From an optimization exercise on the open Yosys and OpenROAD flow, aimed at small area, a short achievable clock period and few clock cycles; shortcuts taken in it are not production practice. The RTL was checked by simulation tests, not by an equivalence proof against the original design. No activity file was given, so power comes from the tool's default toggle rates.

[flow/design.v]
module alu (
    input  [15:0] a,
    input  [15:0] b,
    input  [1:0]  op,
    output [15:0] result
);
    wire sub = op[0];
    wire [15:0] x = a & {16{op[1]}};
    wire [15:0] p, g0;
    genvar i;
    generate
        for (i = 0; i < 16; i = i + 1) begin : pg
            if (i == 0) begin : c0
                pgcell0 c (.x(x[i]), .b(b[i]), .sub(sub), .p(p[i]), .g(g0[i]));
            end else begin : cn
                pgcell c (.x(x[i]), .b(b[i]), .sub(sub), .p(p[i]), .g(g0[i]));
            end
        end
    endgenerate
    wire [15:0] g1, t1, g2, t2, g3, t3, g4;
    generate
        for (i = 0; i < 16; i = i + 1) begin : pre
            if (i >= 1) begin : l1
                pnode n (.gh(g0[i]), .th(p[i]), .gl(g0[i-1]), .tl(p[i-1]), .g(g1[i]), .t(t1[i]));
            end else begin : l1z
                assign g1[i] = g0[i];
                assign t1[i] = p[i];
            end
            if (i >= 2) begin : l2
                pnode n (.gh(g1[i]), .th(t1[i]), .gl(g1[i-2]), .tl(t1[i-2]), .g(g2[i]), .t(t2[i]));
            end else begin : l2z
                assign g2[i] = g1[i];
                assign t2[i] = t1[i];
            end
            if (i >= 4) begin : l3
                pnode n (.gh(g2[i]), .th(t2[i]), .gl(g2[i-4]), .tl(t2[i-4]), .g(g3[i]), .t(t3[i]));
            end else begin : l3z
                assign g3[i] = g2[i];
                assign t3[i] = t2[i];
            end
            if (i >= 8) begin : l4
                gnode n (.gh(g3[i]), .th(t3[i]), .gl(g3[i-8]), .g(g4[i]));
            end else begin : l4z
                assign g4[i] = g3[i];
            end
        end
    endgenerate
    wire [15:0] c = {g4[14:0], sub};
    generate
        for (i = 0; i < 16; i = i + 1) begin : s
            xorcell xs (.a(p[i]), .b(c[i]), .y(result[i]));
        end
    endgenerate
endmodule
module pgcell (
    input  x, b, sub,
    output p, g
);
    wire y = b ^ sub;
    assign p = x ^ y;
    assign g = x & y;
endmodule
module pgcell0 (
    input  x, b, sub,
    output p, g
);
    wire y = b ^ sub;
    assign p = x ^ y;
    assign g = (x & y) | (p & sub);
endmodule
module pnode (
    input  gh, th, gl, tl,
    output g, t
);
    assign g = gh | (th & gl);
    assign t = th & tl;
endmodule
module gnode (
    input  gh, th, gl,
    output g
);
    assign g = gh | (th & gl);
endmodule
module xorcell (
    input  a, b,
    output y
);
    assign y = a ^ b;
endmodule
module rdbit (
    input  [31:0] d,
    input  [31:0] s,
    output        y
);
    wire [3:0] h;
    genvar k;
    generate
        for (k = 0; k < 4; k = k + 1) begin : quad
            rdgroup q (.d(d[8*k +: 8]), .s(s[8*k +: 8]), .yn(h[k]));
        end
    endgenerate
    nand4g o (.a(h[0]), .b(h[1]), .c(h[2]), .d(h[3]), .y(y));
endmodule
module rdgroup (
    input  [7:0] d,
    input  [7:0] s,
    output       yn
);
    wire [3:0] g = ~((d[3:0] & s[3:0]) | (d[7:4] & s[7:4]));
    assign yn = &g;
endmodule
module nand4g (
    input  a, b, c, d,
    output y
);
    assign y = ~(a & b & c & d);
endmodule
module rdport (
    input  [511:0] words,
    input  [31:0]  sello,
    input  [31:0]  selhi,
    output [15:0]  data
);
    genvar b, i;
    generate
        for (b = 0; b < 16; b = b + 1) begin : bt
            wire [31:0] d;
            for (i = 0; i < 32; i = i + 1) begin : w
                assign d[i] = words[16*i+b];
            end
            rdbit r (.d(d), .s(b < 8 ? sello : selhi), .y(data[b]));
        end
    endgenerate
endmodule
module seldual (
    input  [4:0]  addr_a,
    input  [4:0]  addr_b,
    input         en_a,
    output [31:0] sel
);
    wire [3:0] la, lb;
    wire [7:0] ha, hb;
    genvar j, k;
    generate
        for (j = 0; j < 4; j = j + 1) begin : lo
            pre3n pa (.a(addr_a[0] ^ !j[0]), .b(addr_a[1] ^ !j[1]), .c(en_a), .y(la[j]));
            pre3n pb (.a(addr_b[0] ^ !j[0]), .b(addr_b[1] ^ !j[1]), .c(!en_a), .y(lb[j]));
        end
        for (k = 0; k < 8; k = k + 1) begin : hi
            pre3n pa (.a(addr_a[2] ^ !k[0]), .b(addr_a[3] ^ !k[1]), .c(addr_a[4] ^ !k[2]), .y(ha[k]));
            pre3n pb (.a(addr_b[2] ^ !k[0]), .b(addr_b[3] ^ !k[1]), .c(addr_b[4] ^ !k[2]), .y(hb[k]));
        end
        for (k = 0; k < 8; k = k + 1) begin : w
            for (j = 0; j < 4; j = j + 1) begin : m
                o22n o (.a(la[j]), .b(ha[k]), .c(lb[j]), .d(hb[k]), .y(sel[4*k+j]));
            end
        end
    endgenerate
endmodule
module pre3n (
    input  a, b, c,
    output y
);
    assign y = ~(a & b & c);
endmodule
module o22n (
    input  a, b, c, d,
    output y
);
    assign y = ~((a | b) & (c | d));
endmodule
module mu0 (
    input clk,
    input rst,
    input overrideMemControl,
    input overrideMemRnW,
    input [15:0] overrideMemAddr,
    input [15:0] overrideMemDataIn,
    output [15:0] overrideMemDataOut,
    output reg done,
    input start,
    output reg [15:0] pc,
    output reg [15:0] acc
);
    reg [15:0] ir;
    reg accNz;   
    reg running;
    reg oldStart;
    wire restart = oldStart != start;
    wire [3:0] op = ir[15:12];
    wire taken = (op == 4'd4) ||
                 (op == 4'd5 && !acc[15]) ||
                 (op == 4'd6 && accNz);
    wire [4:0] seqAddr = pc[4:0] + {4'b0, op[3]};
    wire [4:0] fetchAddr = restart ? 5'd0 : (taken ? ir[4:0] : seqAddr);
    wire [15:0] nextPc = taken ? {4'b0, ir[11:0]} + 16'd1 : pc + (op[3] ? 16'd2 : 16'd1);
    wire we = running ? (op == 4'd1) : (overrideMemControl && !overrideMemRnW);
    wire [4:0] waddr = running ? ir[4:0] : overrideMemAddr[4:0];
    wire [15:0] wdata = running ? acc : overrideMemDataIn;
    reg [15:0] mem [0:31];
    always @(posedge clk) begin
        if (we) mem[waddr] <= wdata;
    end
    wire [511:0] words;
    genvar i;
    generate
        for (i = 0; i < 32; i = i + 1) begin : wd
            assign words[16*i +: 16] = mem[i];
        end
    endgenerate
    wire [15:0] fetchData;
    wire [15:0] operand;
    wire [31:0] selBlo, selBhi;
    seldual declo (.addr_a(overrideMemAddr[4:0]), .addr_b(ir[4:0]), .en_a(!running), .sel(selBlo));
    seldual dechi (.addr_a(overrideMemAddr[4:0]), .addr_b(ir[4:0]), .en_a(!running), .sel(selBhi));
    rdport portA (.words(words), .sello(32'd1 << fetchAddr), .selhi(32'd1 << fetchAddr), .data(fetchData));
    rdport portB (.words(words), .sello(selBlo), .selhi(selBhi), .data(operand));
    assign overrideMemDataOut = operand;
    wire [15:0] aluResult;
    alu comp (
        .a(acc),
        .b(operand),
        .op(op[1:0]),
        .result(aluResult)
    );
    wire [15:0] nextIr = (we && waddr == fetchAddr) ? wdata : fetchData;
    wire nextStp = nextIr[15:12] == 4'd7;
    always @(posedge clk) begin
        if (rst) begin
            oldStart <= start;
            running <= 1'b0;
            done <= 1'b0;
        end else if (restart) begin
            oldStart <= start;
            running <= 1'b1;
            done <= 1'b0;
        end else if (running && (op == 4'd7 || nextStp)) begin
            running <= 1'b0;
            done <= 1'b1;
        end
    end
    always @(posedge clk) begin
        if (restart) begin
            pc <= 16'd1;
            acc <= 16'd0;
            accNz <= 1'b0;
        end else if (running) begin
            if (op != 4'd7) pc <= nextPc;
            if (op == 4'd0 || op == 4'd2 || op == 4'd3) begin
                acc <= aluResult;
                accNz <= aluResult != 16'd0;
            end
        end
    end
    always @(posedge clk) ir <= nextIr;
endmodule
[flow/config.mk]
export PLATFORM = sky130hd
export DESIGN_NAME = mu0
export DESIGN_NICKNAME = mu0
export VERILOG_FILES = /design/flow/design.v
export SDC_FILE = /design/flow/constraint.sdc
export NUM_CORES = 4
export LEC_CHECK = 0
export CAP_MARGIN = 20
export CORE_MARGIN = 2
export CORE_UTILIZATION = 30
export SETUP_SLACK_MARGIN = 2.65
export SLEW_MARGIN = 20
export SYNTH_HIERARCHICAL = 1
export SYNTH_MINIMUM_KEEP_SIZE = 0
[flow/run.sh]
#!/bin/bash
# synth_recipe.tcl (not shown) runs the flow's synth.tcl, then flattens the netlist and writes it again
# the make line also repeats each setting of config.mk as NAME=value (left out here)
make -C /OpenROAD-flow-scripts/flow DESIGN_CONFIG=/design/flow/config.mk WORK_HOME=/design/flow/orfs CLKGATE_MAP_FILE= SYNTH_SCRIPT=/design/flow/synth_recipe.tcl finish
[flow/constraint.sdc]
create_clock -name core_clock -period 7.5 [get_ports {clk}]
set_input_delay 1.5000 -clock core_clock [delete_from_list [all_inputs] [get_ports {clk}]]
set_output_delay 1.5000 -clock core_clock [all_outputs]
set_load 0.01 [all_outputs]
==> results of run 1 <==
## state kept, by name (all words and copies together) (netlist names)
register	count
accNz	1
mem	512
pc	16
oldStart	1
done	1
acc	16
ir	16
running	1
## cell type report
type	instances	area [sq um]
clock buffer	68	1470
clock inverter	34	432
multi-input combinational	1296	9930
fill	8152	54500
tap	1155	1450
sequential	564	16400
antenna	2	5.00
inverter	30	125
timing repair buffer	242	2020
## through the flow
stage          util (%)  total power, mW  cell area [sq um]  setup WS (ns)  cells
6_report           36.9             11.5              31800           2.55   3391
5_1_grt            36.9             11.8              31800           2.50   3389
4_1_cts            36.6             11.3              31600           2.55   3378
3_5_place_dp       33.6             8.19              29000          0.775   3243
3_3_place_gp       33.6             8.14              29000          0.857   3242
2_1_floorplan         -             6.38              26000           2.87   1917
## routing by layer
metal  wire length, microns  GRT usage [%]
met1                  34200           25.3
met2                  42800           32.9
met3                  11300           4.89
met4                   6590           12.4
met5                     11              0
## power by group through the flow
stage	clock network, mW	logic, mW	registers (mW)
after global routing	3.09	4.63	4.09
after detailed placement	0	4.07	4.13
final	2.94	4.44	4.07
after global placement	0	4.03	4.12
after floorplan	0	2.33	4.05
after CTS	2.98	4.25	4.06
## critical path, delay by kind of cell
kind	cells	cell delay (ns)
buf+inv	5	1.00
simple gates	3	0.65
compound gates	2	0.30
## what timing repair did
action | 4_1_cts | 5_1_grt
pin swaps | 24 | 17
gates resized for setup | 165 | 65
hold buffers | 0 | 0
setup buffers | 32 | 11
gates cloned | 1 | 0
endpoints found under the setup margin | 40 | 20
## how the worst max path moves through the flow
| stage | start | to | slack [ns] | cells after the start |
|---|---|---|---|---|
| final | overrideMemAddr[3] | overrideMemDataOut[10] | 2.55 | 10 |
| after floorplan | overrideMemAddr[0] | accNz | 2.87 | 17 |
| after global routing | overrideMemAddr[1] | accNz | 2.50 | 22 |
| after global placement | overrideMemAddr[0] | accNz | 0.86 | 17 |
| after CTS | overrideMemAddr[1] | overrideMemDataOut[4] | 2.55 | 10 |
| after detailed placement | overrideMemAddr[0] | accNz | 0.78 | 19 |
==> flow_summary.json, run 1 <==
{
  "outcome": "complete, no violations",
  "start_kind": "primary input",
  "overflow": 0,
  "setup-tns-final_ns": 0,
  "cpMostUsedCell": "buf_4",
  "crit_arrival_ns": 3.45,
  "die_w_microns": 298,
  "syn_area_sq_um": 26000,
  "power_frac_clock_pct": 25.7,
  "crit_chain": "buf_8 -> clkinvlp_4 -> nand3_2 -> o22ai_1 -> buf_4 -> a22oi_1 -> and4_4 -> nand4_1 -> buf_4 -> clkdlybuf4s15_1",
  "boundaryPins": 86,
  "grt_usage_pct": 20.6,
  "drv_slew": 0,
  "cts_tree": "built",
  "p_switching_mw": 4.30,
  "rsz0062_at_grt": "true",
  "r2r_cells": 20,
  "max_freq_ghz": 0.202,
  "hold_start": "pc[9]",
  "antenna_found_initial": 2,
  "finalClockSkew_ns": 0.0253,
  "first_iter_violations": 2845,
  "slowest_delay_ns": 0.30,
  "clock_latency_ns": 0.65,
  "slowest_stage": "and4_4",
  "die_area_sq_um": 89100,
  "rows": 108,
  "cts_num_sinks": 564,
  "syn_to_final_growth_pct": 22.4,
  "ys.warnings.count": 7,
  "die_h_microns": 298,
  "cts_buffer_depth": 3,
  "timing.final.crit_share_pct": 66.0,
  "htreeDepth": 2,
  "timing.final.crit_period_ns": 4.95,
  "rrSetupSlack_ns": 2.73,
  "p_sw_share_pct": 37.6,
  "routabilityCongestion": 1.04,
  "grt_max_degree": 37,
  "avgSynthCellArea_sq_um": 13.6,
  "power.internal_mw": 7.15,
  "required_ns": 6.00,
  "portBuffers": 74,
  "grt_pass1_wl_microns": 136000,
  "drtPass1Iterations": 6,
  "first_global_vias": 20000,
  "num_vias": 20600,
  "synthCells": 1917,
  "ir_drop_mv": 0.230,
  "regToRegStartpoint": "running",
  "relSlewSlack_pct": 26.9,
  "cellLeakagePower_nw": 10.1,
  "drv_cap": 0,
  "layout.nets": 2248,
  "pwr-share-comb_pct": 38.8,
  "min_path_cells": 2,
  "p_per_area_nw_per_um2": 360,
  "hold_class": "reg2reg",
  "routedWlPerCell_microns": 28.0,
  "whs_ns": 0.495,
  "finalSetupViolCount": 0,
  "drc_errors": 0,
  "finalWirelength_microns": 94900,
  "p_seq_share_pct": 35.6,
  "whs_endpoint": "pc[9]",
  "layout_commonest_cell": "edfxtp_1",
  "core_area_sq_um": 86300,
  "clk_pin_slew_ns": 0.07,
  "reg2reg_to": "accNz",
  "critPathCaptureType": "output port",
  "layout-drive-gt1-share_pct": 19.8,
  "via_per_inst": 6.06,
  "place_hpwl_microns": 63900,
  "cts_root_buf": "clkbuf_16",
  "antenna_left": 0,
  "numCtsBuffers": 56,
  "worst_slew_pin_slew_ns": 1.09,
  "hold_viol": 0,
  "crit_type": "in2out",
  "initial_core_util_pct": 30.1,
  "final_cell_mix": "513 x edfxtp_1, 506 x a22oi_1, 164 x buf_4",
  "worstPathMaxFanout": 11
}
Testbench counts, summed over its fixed seeds: cycles 16,649.
==> run 2, diff against run 1 <==
--- a/flow/config.mk
+++ b/flow/config.mk
@@ -10,2 +10,4 @@
 export CORE_UTILIZATION = 30
+export CTS_CLUSTER_DIAMETER = 80
+export CTS_CLUSTER_SIZE = 20
 export SETUP_SLACK_MARGIN = 2.65
==> flow_summary.json, run 2 <==
{
  "min_path_cells": 2,
  "relSlewSlack_pct": 25.0,
  "synthCells": 1917,
  "crit_arrival_ns": 3.47,
  "grt_pass1_wl_microns": 135000,
  "crit_start": "overrideMemAddr[4]",
  "die_area_sq_um": 89100,
  "num_vias": 20700,
  "clock_latency_ns": 0.60,
  "hold_class": "reg2reg",
  "worst_slew_pin_slew_ns": 1.12,
  "final_cell_mix": "513 x edfxtp_1, 466 x a22oi_1, 195 x buf_4",
  "total_power_mw": 10.8,
  "portBuffers": 74,
  "die_h_microns": 298,
  "multiInputGateArea_sq_um": 10300,
  "antenna_found_initial": 5,
  "drv_slew": 0,
  "cellLeakagePower_nw": 10.0,
  "start_kind": "primary input",
  "utilization_pct": 37.0,
  "layout_commonest_cell": "edfxtp_1",
  "routabilityCongestion": 1.04,
  "cts_root_buf": "clkbuf_16",
  "place_hpwl_microns": 63900,
  "grt_max_degree": 37,
  "syn_area_sq_um": 26000,
  "routedWlPerCell_microns": 28.3,
  "regMostFlops": "mem",
  "first_global_vias": 19600,
  "drc_errors": 0,
  "finalWirelength_microns": 95800,
  "whs_endpoint": "pc[9]",
  "n_fill_cell": 8135,
  "initial_core_util_pct": 30.1,
  "finalSetupViolCount": 0,
  "clk_pin_slew_ns": 0.08,
  "regToRegStartpoint": "ir[2]",
  "critPathCaptureType": "output port",
  "p_per_area_nw_per_um2": 339,
  "outcome": "complete, no violations",
  "avgSynthCellArea_sq_um": 13.6,
  "grt_usage_pct": 20.5,
  "layout-drive-gt1-share_pct": 23.4,
  "die_w_microns": 298,
  "reg2reg_to": "accNz",
  "htreeDepth": 2,
  "syn_to_final_growth_pct": 22.7,
  "antenna_left": 0,
  "finalClockSkew_ns": 0.0269,
  "rows": 108,
  "timing.final.crit_share_pct": 66.3,
  "finalInstanceArea_sq_um": 31900,
  "cts_buffer_depth": 3,
  "drv_cap": 0,
  "rsz0062_at_grt": "true",
  "rrSetupSlack_ns": 2.75,
  "hold_viol": 0,
  "drtPass1Iterations": 7,
  "ir_drop_mv": 0.252,
  "timing.final.crit_period_ns": 4.97,
  "largest_reg_flops": 512,
  "boundaryPins": 86,
  "seq_area_sq_um": 16400,
  "layout.nets": 2279,
  "core_area_sq_um": 86300,
  "dpl-instance-area_sq_um": 29000,
  "required_ns": 6.00,
  "worstPathMaxFanout": 7,
  "cts_tree": "built",
  "numCtsBuffers": 36,
  "r2r_cells": 19,
  "hold_start": "pc[9]",
  "cts_num_sinks": 564,
  "crit_type": "in2out",
  "ys.warnings.count": 7,
  "overflow": 0,
  "first_iter_violations": 2966,
  "setup-tns-final_ns": 0,
  "via_per_inst": 6.11,
  "max_freq_ghz": 0.201
}
==> run 2: cell types whose count changed in the layout (fill, tap and decap cells not counted), sizes merged <==
cell / delta
clkinvlp: +1
bufinv: -8
clkdlybuf4s15: +2
clkbuf: -26
dlygate4sd2: -3
dlymetal6s2s: -1
buf: +51
clkinv: -16
==> run 2: worst max-delay path, stage by stage <==
cell           delay [ns]
buf_16               0.12
clkinvlp_4           0.20
nand3_4              0.13
o22ai_1              0.09
buf_4                0.17
buf_4                0.15
buf_4                0.13
a22oi_2              0.14
and4_1               0.26
nand4_1              0.13
buf_4                0.16
dlygate4sd2_1        0.28
==> run 2: worst max-delay path by stage <==
stage	end	cells after the start
5_1_grt	accNz	21
4_1_cts	overrideMemDataOut[3]	12
6_report	overrideMemDataOut[4]	12
3_3_place_gp	accNz	17
3_5_place_dp	accNz	19
2_1_floorplan	accNz	17
==> run 2: stage by stage <==
stage	cells	hold slack, ns	setup WS (ns)
floorplan	1917	0.479	2.87
global placement	3242	0.493	0.857
detailed placement	3243	0.491	0.775
CTS	3345	0.504	2.56
global route	3389	0.538	2.50
finish	3391	0.498	2.53
==> run 2: routing by layer <==
| layer | part of all wire, % | up-vias | track usage [%] |
|---|---|---|---|
| met5 | 0.032 | - | 0 |
| met4 | 5.7 | 6 | 9.63 |
| met3 | 12 | 264 | 4.33 |
| met2 | 47 | 1460 | 33.6 |
| met1 | 36 | 10300 | 26.0 |
| li1 | - | 8716 | - |
==> run 2: area by class of cell <==
cell class / instances / share of cell area, %
Antenna cell: 2 / 0.0157
Clock buffer: 40 / 2.87
Clock inverter: 11 / 0.376
Inverter: 30 / 0.431
Multi-Input combinational cell: 1296 / 32.2
Sequential cell: 564 / 51.5
Tap cell: 1155 / 4.53
Timing Repair Buffer: 293 / 8.09
==> run 2: where the power goes <==
group          total [mW]  switching (mW)  internal [mW]
clock                2.00            1.07          0.927
combinational        4.74            2.92           1.81
sequential           4.07           0.236           3.84
==> run 2: repair_timing <==
item                                    in CTS  in global routing
hold buffers                                 0                  0
cloned                                       1                  1
hold endpoints to repair                     0                  0
endpoints found under the setup margin      43                 21
pin swaps                                   28                 78
gates resized for setup                    173                162
buffers inserted                            50                 43
==> run 3, diff against run 2 <==
--- a/flow/config.mk
+++ b/flow/config.mk
@@ -10,4 +10,4 @@
 export CORE_UTILIZATION = 30
-export CTS_CLUSTER_DIAMETER = 80
-export CTS_CLUSTER_SIZE = 20
+export CTS_CLUSTER_DIAMETER = 100
+export CTS_CLUSTER_SIZE = 24
 export SETUP_SLACK_MARGIN = 2.65
==> flow_summary.json, run 3 <==
{
  "ir_drop_mv": 0.317,
  "regToRegStartpoint": "ir[2]",
  "hold_start": "pc[9]",
  "first_iter_violations": 2958,
  "cts_num_sinks": 564,
  "utilization_pct": 36.0,
  "relSlewSlack_pct": 21.7,
  "largest_reg_flops": 512,
  "hold_class": "reg2reg",
  "syn_to_final_growth_pct": 19.5,
  "die_w_microns": 298,
  "num_vias": 20500,
  "place_hpwl_microns": 63900,
  "layout_commonest_cell": "edfxtp_1",
  "ys.warnings.count": 7,
  "die_area_sq_um": 89100,
  "drv_slew": 0,
  "clock_latency_ns": 0.64,
  "rsz0062_at_grt": "true",
  "timing.final.crit_share_pct": 65.1,
  "required_ns": 6.00,
  "p_per_area_nw_per_um2": 335,
  "grt_use_met2_pct": 33.4,
  "finalSetupViolCount": 0,
  "numCtsBuffers": 27,
  "setup-tns-final_ns": 0,
  "outcome": "complete, no violations",
  "grt_busiest_layer": "met2",
  "drtPass1Iterations": 6,
  "htreeDepth": 1,
  "first_global_vias": 19500,
  "avgSynthCellArea_sq_um": 13.6,
  "final_cell_mix": "513 x edfxtp_1, 492 x a22oi_1, 174 x buf_4",
  "antenna_left": 0,
  "max_freq_ghz": 0.205,
  "rows": 108,
  "portBuffers": 74,
  "layout-drive-gt1-share_pct": 19.7,
  "slowest_stage": "and4_2",
  "initial_core_util_pct": 30.1,
  "grt_usage_pct": 20.4,
  "use_met3_pct": 4.29,
  "drc_errors": 0,
  "multiInputGateArea_sq_um": 10100,
  "routedWlPerCell_microns": 28.4,
  "die_h_microns": 298,
  "cellLeakagePower_nw": 9.67,
  "overflow": 0,
  "timing.final.crit_period_ns": 4.88,
  "cts_root_buf": "clkbuf_16",
  "slowest_delay_ns": 0.29,
  "grt_pass1_wl_microns": 135000,
  "n_fill_cell": 8223,
  "synthCells": 1917,
  "antenna_found_initial": 1,
  "crit_chain": "buf_12 -> inv_1 -> nand3_2 -> o22ai_1 -> buf_4 -> a22oi_1 -> and4_2 -> nand4_1 -> clkdlybuf4s15_1",
  "layout.nets": 2232,
  "drv_cap": 0,
  "via_per_inst": 6.11,
  "worstPathMaxFanout": 11,
  "syn_area_sq_um": 26000,
  "start_kind": "primary input",
  "finalClockSkew_ns": 0.0311,
  "finalWirelength_microns": 95300,
  "crit_type": "in2out",
  "critPathCaptureType": "output port",
  "crit_start": "overrideMemAddr[3]",
  "boundaryPins": 86,
  "regMostFlops": "mem",
  "hold_viol": 0,
  "cts_buffer_depth": 3,
  "seq_area_sq_um": 16400,
  "grt_max_degree": 37,
  "core_area_sq_um": 86300,
  "grt_use_met1_pct": 25.7,
  "routabilityCongestion": 1.04,
  "cts_tree": "built",
  "worst_slew_pin_slew_ns": 1.16,
  "clk_pin_slew_ns": 0.10,
  "crit_arrival_ns": 3.38
}
run 3: path summary, 6_finish.rpt:
check / to / slack (ns) / cells past startpoint
worst min register to register: pc[9] / 0.50 / 2
worst min-delay path: pc[9] / 0.50 / 2
worst max-delay path: overrideMemDataOut[12] / 2.62 / 9
worst max register to register: accNz / 2.73 / 19
run 3: area by class of cell:
type | instances | share of cell area (%)
inverter | 30 | 0.403
sequential | 564 | 52.9
tap | 1155 | 4.65
clock inverter | 3 | 0.173
antenna | 3 | 0.0242
timing repair buffer | 255 | 6.92
multi-input combinational | 1296 | 32.5
clock buffer | 47 | 2.52
run 3: repair_timing:
| item | CTS | global route |
|---|---|---|
| gates cloned | 1 | 0 |
| hold buffers | 0 | 0 |
| gates resized for setup | 168 | 102 |
| pin swaps | 23 | 46 |
| setup buffers | 33 | 23 |
| endpoints found under the setup margin | 41 | 20 |
run 3: layer usage:
metal / vias up / part of all wire [%]
met5: - / 0.065
met4: 2 / 5.8
met3: 240 / 12
met2: 1359 / 46
met1: 10300 / 36
li1: 8625 / -
run 3: stage by stage:
step / power (mW) / cell area [sq um] / hold WS (ns) / instances / worst slack [ns]
after detailed placement: 8.19 / 29000 / 0.491 / 3243 / 0.775
final: 10.4 / 31100 / 0.501 / 3353 / 2.62
after global routing: 10.7 / 31100 / 0.541 / 3350 / 2.55
after global placement: 8.14 / 29000 / 0.493 / 3242 / 0.857
after floorplan: 6.38 / 26000 / 0.479 / 1917 / 2.87
after CTS: 10.1 / 30500 / 0.506 / 3327 / 2.60
run 3: report_power, final:
part | switching, mW | internal [mW] | leakage, nW
clock | 1.00 | 0.755 | 0.403
sequential | 0.239 | 3.84 | 5.08
combinational | 2.89 | 1.71 | 4.18
run 3: critical path, delay by kind of cell:
kind                   cells  cell delay, ns
buffers and inverters      4            0.86
and+or+nand+nor            3            0.69
AOI/OAI and AO/OA          2            0.33
==> run 4, diff against run 3 <==
--- a/flow/config.mk
+++ b/flow/config.mk
@@ -10,4 +10,4 @@
 export CORE_UTILIZATION = 30
-export CTS_CLUSTER_DIAMETER = 100
-export CTS_CLUSTER_SIZE = 24
+export CTS_CLUSTER_DIAMETER = 110
+export CTS_CLUSTER_SIZE = 27
 export SETUP_SLACK_MARGIN = 2.65
==> flow_summary.json, run 4 <==
{
  "drc_errors": 0,
  "relSlewSlack_pct": 28.5,
  "cts_num_sinks": 564,
  "hold_viol": 0,
  "synthCells": 1917,
  "slowest_stage": "dlygate4sd2_1",
  "syn_area_sq_um": 26000,
  "core_area_sq_um": 86300,
  "drv_slew": 0,
  "critPathCapture": "overrideMemDataOut[13]",
  "pre_cts_ws_ns": 0.775,
  "layout_setup_ws_ns": 2.58,
  "finalInstanceArea_sq_um": 30700,
  "critPathTopFamily": "buffers and inverters",
  "worst_slew_pin_slew_ns": 1.06,
  "final_cell_mix": "513 x edfxtp_1, 499 x a22oi_1, 158 x buf_4",
  "die_area_sq_um": 89100,
  "reg2reg_to": "accNz",
  "p_per_area_nw_per_um2": 332,
  "cts_buffer_depth": 3,
  "required_ns": 6.00,
  "seq_area_sq_um": 16400,
  "layout-drive-gt1-share_pct": 18.0,
  "layout.nets": 2211,
  "multiInputGateArea_sq_um": 9960,
  "grt_usage_pct": 20.3,
  "place_hpwl_microns": 63900,
  "crit_arrival_ns": 3.42,
  "crit_type": "in2out",
  "initial_core_util_pct": 30.1,
  "die_h_microns": 298,
  "cts_root_buf": "clkbuf_16",
  "slowest_delay_ns": 0.36,
  "cts_tree": "built",
  "numCtsBuffers": 25,
  "hold_class": "reg2reg",
  "placed_cells": 3243,
  "ir_drop_mv": 0.228,
  "rows": 108,
  "dpl-instance-area_sq_um": 29000,
  "finalClockSkew_ns": 0.0365,
  "num_vias": 20300,
  "overflow": 0,
  "largest_reg_flops": 512,
  "timing.final.crit_period_ns": 4.92,
  "regToRegStartpoint": "running",
  "r2r_cells": 21,
  "grt_pass1_wl_microns": 134000,
  "crit_chain": "buf_12 -> clkinvlp_4 -> nand3_4 -> o22ai_2 -> buf_4 -> a22oi_1 -> and4_2 -> nand4_1 -> dlygate4sd2_1",
  "regMostFlops": "mem",
  "start_kind": "primary input",
  "antenna_cells": 0,
  "syn_to_final_growth_pct": 17.9,
  "first_global_vias": 19500,
  "crit_start": "overrideMemAddr[2]",
  "boundaryPins": 86,
  "first_iter_violations": 2828,
  "cellLeakagePower_nw": 9.49,
  "clock_latency_ns": 0.63,
  "layout_commonest_cell": "edfxtp_1",
  "outcome": "complete, no violations",
  "final_cells": 3327,
  "via_per_inst": 6.10,
  "timing.final.crit_share_pct": 65.6,
  "setup-tns-final_ns": 0,
  "n_fill_cell": 8262,
  "max_freq_ghz": 0.203,
  "rrSetupSlack_ns": 2.78,
  "portBuffers": 74,
  "crit_cells": 9,
  "routabilityCongestion": 1.04,
  "grt_max_degree": 37,
  "ys.warnings.count": 7,
  "rsz0062_at_grt": "true",
  "worstPathMaxFanout": 11,
  "critPathCaptureType": "output port",
  "die_w_microns": 298,
  "whs_ns": 0.506,
  "drtPass1Iterations": 7,
  "cts_hold_buffers": 0,
  "cp_num_buf_inv": 4,
  "htreeDepth": 1,
  "drv_cap": 0,
  "avgSynthCellArea_sq_um": 13.6,
  "finalSetupViolCount": 0,
  "routedWlPerCell_microns": 28.4,
  "antenna_left": 0,
  "clk_pin_slew_ns": 0.11,
  "finalWirelength_microns": 94400,
  "antenna_found_initial": 1
}
-- run 4: cell types whose count changed in the layout (fill, tap and decap cells not counted), moves of 3 or more --
cell       previous run  this run
nand3_2              20        14
a22oi_1             492       499
buf_6                 6         3
nand3_1              37        45
clkbuf_16            28        25
diode_2               3         0
buf_4               174       158
a22oi_2              21        14
-- run 4: what timing repair did --
| item | 4_1_cts | 5_1_grt |
|---|---|---|
| setup buffers | 28 | 9 |
| gates resized for setup | 166 | 73 |
| pin swaps | 24 | 24 |
| endpoints found under the setup margin | 41 | 21 |
| cloned | 1 | 0 |
-- run 4: worst min path at each step --
stage	from	endpoint	slack [ns]	depth (start not counted)
after floorplan	accNz	accNz	0.48	2
after global placement	pc[9]	pc[9]	0.49	2
after detailed placement	pc[9]	pc[9]	0.49	2
after CTS	pc[9]	pc[9]	0.51	2
after global routing	pc[9]	pc[9]	0.54	2
final	pc[9]	pc[9]	0.51	2
-- run 4: worst min-delay path: stages, from the launching register on --
cell and delay [ns]:
dfxtp_1 0.32, inv_1 0.07, a221oi_1 0.07
-- run 4: final cells by class --
type / count / share of cell area (%)
Clock buffer: 43 / 2.26
Clock inverter: 3 / 0.192
Inverter: 30 / 0.396
Multi-Input combinational cell: 1296 / 32.5
Sequential cell: 564 / 53.6
Tap cell: 1155 / 4.71
Timing Repair Buffer: 236 / 6.42
-- run 4: power breakdown --
part           internal (mW)  switching [mW]  total (mW)
logic                   1.62            2.83        4.46
clock network          0.653           0.997        1.65
registers               3.84           0.235        4.07
-- run 4: metal layers --
| metal | global-route usage (%) | routed length [microns] | vias up |
|---|---|---|---|
| met3 | 3.79 | 10300 | 241 |
| met4 | 9.14 | 5070 | 0 |
| met1 | 25.8 | 35000 | 10100 |
| met2 | 33.7 | 44000 | 1367 |
| met5 | 0 | 0 | - |
| li1 | - | - | 8562 |
-- run 4: through the flow --
stage	util (%)	power, mW
6_report	35.5	10.2
5_1_grt	35.5	10.5
4_1_cts	35.2	9.98
3_5_place_dp	33.6	8.19
3_3_place_gp	33.6	8.14
2_1_floorplan	-	6.38
==> run 5, diff against run 4 <==
--- a/flow/design.v
+++ b/flow/design.v
@@ -170,2 +170,45 @@
     assign y = ~((a | b) & (c | d));
+endmodule
+module rdportc (
+    input  [511:0] words,
+    input  [31:0]  sel,
+    output [15:0]  data
+);
+    genvar b, i;
+    generate
+        for (b = 0; b < 16; b = b + 1) begin : bt
+            wire [31:0] d;
+            for (i = 0; i < 32; i = i + 1) begin : w
+                assign d[i] = words[16*i+b];
+            end
+            rdbitc r (.d(d), .s(sel), .y(data[b]));
+        end
+    endgenerate
+endmodule
+module rdbitc (
+    input  [31:0] d,
+    input  [31:0] s,
+    output        y
+);
+    wire [32:0] dx = {1'b0, d};
+    wire [32:0] sx = {1'b0, s};
+    wire [10:0] g;
+    genvar k;
+    generate
+        for (k = 0; k < 11; k = k + 1) begin : grp
+            ao222n a (
+                .a(dx[3*k]), .b(sx[3*k]),
+                .c(dx[3*k+1]), .d(sx[3*k+1]),
+                .e(dx[3*k+2]), .f(sx[3*k+2]),
+                .y(g[k])
+            );
+        end
+    endgenerate
+    assign y = ~&g;
+endmodule
+module ao222n (
+    input  a, b, c, d, e, f,
+    output y
+);
+    assign y = ~((a & b) | (c & d) | (e & f));
 endmodule
@@ -215,3 +258,3 @@
     seldual dechi (.addr_a(overrideMemAddr[4:0]), .addr_b(ir[4:0]), .en_a(!running), .sel(selBhi));
-    rdport portA (.words(words), .sello(32'd1 << fetchAddr), .selhi(32'd1 << fetchAddr), .data(fetchData));
+    rdportc portA (.words(words), .sel(32'd1 << fetchAddr), .data(fetchData));
     rdport portB (.words(words), .sello(selBlo), .selhi(selBhi), .data(operand));
--- a/flow/config.mk
+++ b/flow/config.mk
@@ -10,5 +10,3 @@
 export CORE_UTILIZATION = 30
-export CTS_CLUSTER_DIAMETER = 110
-export CTS_CLUSTER_SIZE = 27
-export SETUP_SLACK_MARGIN = 2.65
+export SETUP_SLACK_MARGIN = 2.5
 export SLEW_MARGIN = 20
==> flow_summary.json, run 5 <==
{
  "antenna_cells": 0,
  "critPathCaptureType": "output port",
  "n_fill_cell": 7958,
  "power_frac_clock_pct": 25.6,
  "rsz0062_at_grt": "true",
  "syn_to_final_growth_pct": 26.2,
  "overflow": 0,
  "cts_tree": "built",
  "clk_pin_slew_ns": 0.06,
  "num_vias": 20700,
  "cts_num_sinks": 564,
  "p_per_area_nw_per_um2": 355,
  "grt_usage_pct": 21.5,
  "die_h_microns": 296,
  "drv_cap": 0,
  "start_kind": "flip-flop",
  "die_w_microns": 296,
  "grt_max_degree": 35,
  "grt_pass1_wl_microns": 137000,
  "required_ns": 6.00,
  "first_iter_violations": 3885,
  "timing.final.crit_period_ns": 5.21,
  "rrSetupSlack_ns": 2.66,
  "drc_errors": 0,
  "reg2reg_to": "accNz",
  "layout.nets": 2179,
  "regToRegStartpoint": "running",
  "final_cell_mix": "513 x edfxtp_1, 221 x a22oi_1, 176 x a222oi_1",
  "layout_commonest_cell": "edfxtp_1",
  "worstPathMaxFanout": 18,
  "layout-drive-gt1-share_pct": 22.8,
  "regMostFlops": "mem",
  "outcome": "complete, no violations",
  "cts_root_buf": "clkbuf_16",
  "clock_latency_ns": 0.66,
  "setup-tns-final_ns": 0,
  "finalWirelength_microns": 97400,
  "hold_start": "pc[9]",
  "first_global_vias": 19700,
  "ir_drop_mv": 0.211,
  "pwr-share-comb_pct": 39.7,
  "seq_area_sq_um": 16400,
  "portBuffers": 74,
  "largest_reg_flops": 512,
  "worst_slew_pin_slew_ns": 1.21,
  "crit_start": "running",
  "timing.final.crit_share_pct": 69.5,
  "syn_area_sq_um": 25600,
  "cellLeakagePower_nw": 10.5,
  "p_seq_share_pct": 34.6,
  "pre_cts_ws_ns": 0.727,
  "drv_slew": 0,
  "place_hpwl_microns": 66300,
  "avgSynthCellArea_sq_um": 13.9,
  "p_sw_share_pct": 37.2,
  "layout_setup_ws_ns": 2.29,
  "core_area_sq_um": 84900,
  "ys.warnings.count": 7,
  "finalSetupViolCount": 0,
  "boundaryPins": 86,
  "max_freq_ghz": 0.192,
  "relSlewSlack_pct": 19.6,
  "die_area_sq_um": 87700,
  "routabilityCongestion": 0.974,
  "drtPass1Iterations": 10,
  "hold_class": "reg2reg",
  "crit_type": "reg2out",
  "finalClockSkew_ns": 0.0492,
  "htreeDepth": 2,
  "critPathCapture": "overrideMemDataOut[7]",
  "cts_buffer_depth": 3,
  "via_per_inst": 6.26,
  "multiInputGateArea_sq_um": 10200,
  "hold_viol": 0,
  "antenna_found_initial": 4,
  "synthCells": 1837,
  "antenna_left": 0,
  "p_switching_mw": 4.26,
  "crit_arrival_ns": 3.71,
  "power.internal_mw": 7.21,
  "r2r_cells": 21,
  "routedWlPerCell_microns": 29.4,
  "rows": 107,
  "numCtsBuffers": 56,
  "initial_core_util_pct": 30.2
}
[run 5: final cells by class]
type                            instances  area share (%)
Clock inverter                         38            1.42
Timing Repair Buffer                  238            6.95
Multi-Input combinational cell       1230            31.4
Clock buffer                           65            4.51
Sequential cell                       564            50.8
Inverter                               31           0.434
Tap cell                             1144            4.43
[run 5: power groups by stage]
stage / Sequential [mW] / Combinational, mW / Clock [mW]
after floorplan: 3.97 / 2.17 / 0
after global placement: 4.02 / 3.73 / 0
after detailed placement: 4.03 / 3.77 / 0
after CTS: 3.96 / 4.02 / 2.97
after global routing: 3.99 / 4.76 / 3.10
final: 3.97 / 4.56 / 2.94
[run 5: repair_timing]
item                       4_1_cts  5_1_grt
setup endpoints to repair       31       19
pin swaps                       26       85
gates resized for setup        177      147
setup buffers                   28       35
hold buffers                     0        0
[run 5: critical path: stages, from the launching register on]
cell	delay [ns]
dfxtp_1	0.38
clkinv_4	0.24
inv_1	0.23
nand3_1	0.45
o22ai_1	0.37
buf_4	0.26
a22oi_1	0.11
and4_1	0.17
nand4_1	0.08
buf_4	0.18
clkdlybuf4s50_1	0.57
[run 5: worst min path at each step]
stage	slack [ns]	depth (start not counted)	to
global placement	0.51	2	pc[9]
CTS	0.52	2	pc[9]
floorplan	0.50	2	accNz
detailed placement	0.51	2	pc[9]
finish	0.52	2	pc[9]
global route	0.57	2	pc[0]
[run 5: routing by layer]
| layer | up-vias | global-route usage, % | routed length, microns |
|---|---|---|---|
| li1 | 8553 | - | - |
| met5 | - | 0 | 0 |
| met4 | 0 | 10.9 | 5890 |
| met1 | 10200 | 28.0 | 36300 |
| met2 | 1648 | 33.7 | 43700 |
| met3 | 329 | 4.56 | 11500 |
[run 5: metrics by stage]
| stage | power (mW) | cells | cell area, sq um | hold slack (ns) | util (%) |
|---|---|---|---|---|---|
| CTS | 11.0 | 3273 | 31300 | 0.521 | 36.9 |
| global placement | 7.75 | 3142 | 28500 | 0.514 | 33.6 |
| finish | 11.5 | 3310 | 32300 | 0.518 | 38.1 |
| global route | 11.9 | 3310 | 32300 | 0.574 | 38.1 |
| floorplan | 6.14 | 1853 | 25700 | 0.501 | - |
| detailed placement | 7.79 | 3142 | 28500 | 0.513 | 33.6 |
Testbench counts of run 5, summed over its fixed seeds: cycles 16,649.

-- port drivers added, routing unchanged --
How much do the figures lean on ideal ports? The routed layouts below were timed once more, with nothing changed but the port constraints.
Step 1 assumes that a clkbuf_16 drives the clock port and a buf_2 every other input.
Step 2 adds t to the input delays and takes it off the output delays; t is the mean of the earliest and latest rising clock arrival at the registers after step 1. Input paths then give back, and output paths get back, about the clock's delay inside the block.
Slacks: ideal / step 1 / step 2; pairs: ideal / step 1.
run | t (ns) | setup slack, ns | hold WS [ns] | clock arrival spread, ns | pins driven straight from the clock port
run 1 | 0.700 | 2.547 / 2.360 / 1.790 | 0.495 / 0.495 / 0.495 | 0.027 / 0.026 | 1
run 2 | 0.645 | 2.528 / 2.303 / 1.805 | 0.498 / 0.498 / 0.498 | 0.027 / 0.027 | 1
run 3 | 0.686 | 2.619 / 2.434 / 1.814 | 0.501 / 0.501 / 0.501 | 0.033 / 0.033 | 1
run 4 | 0.688 | 2.580 / 2.395 / 1.867 | 0.506 / 0.506 / 0.506 | 0.038 / 0.037 | 1
run 5 | 0.702 | 2.288 / 2.225 / 1.815 | 0.518 / 0.518 / 0.518 | 0.050 / 0.051 | 1
After both steps setup and hold are still met in every run listed. For run 3, which loses most, drivers alone change the setup slack by -0.185 ns; drivers and shift together by -0.805 ns.
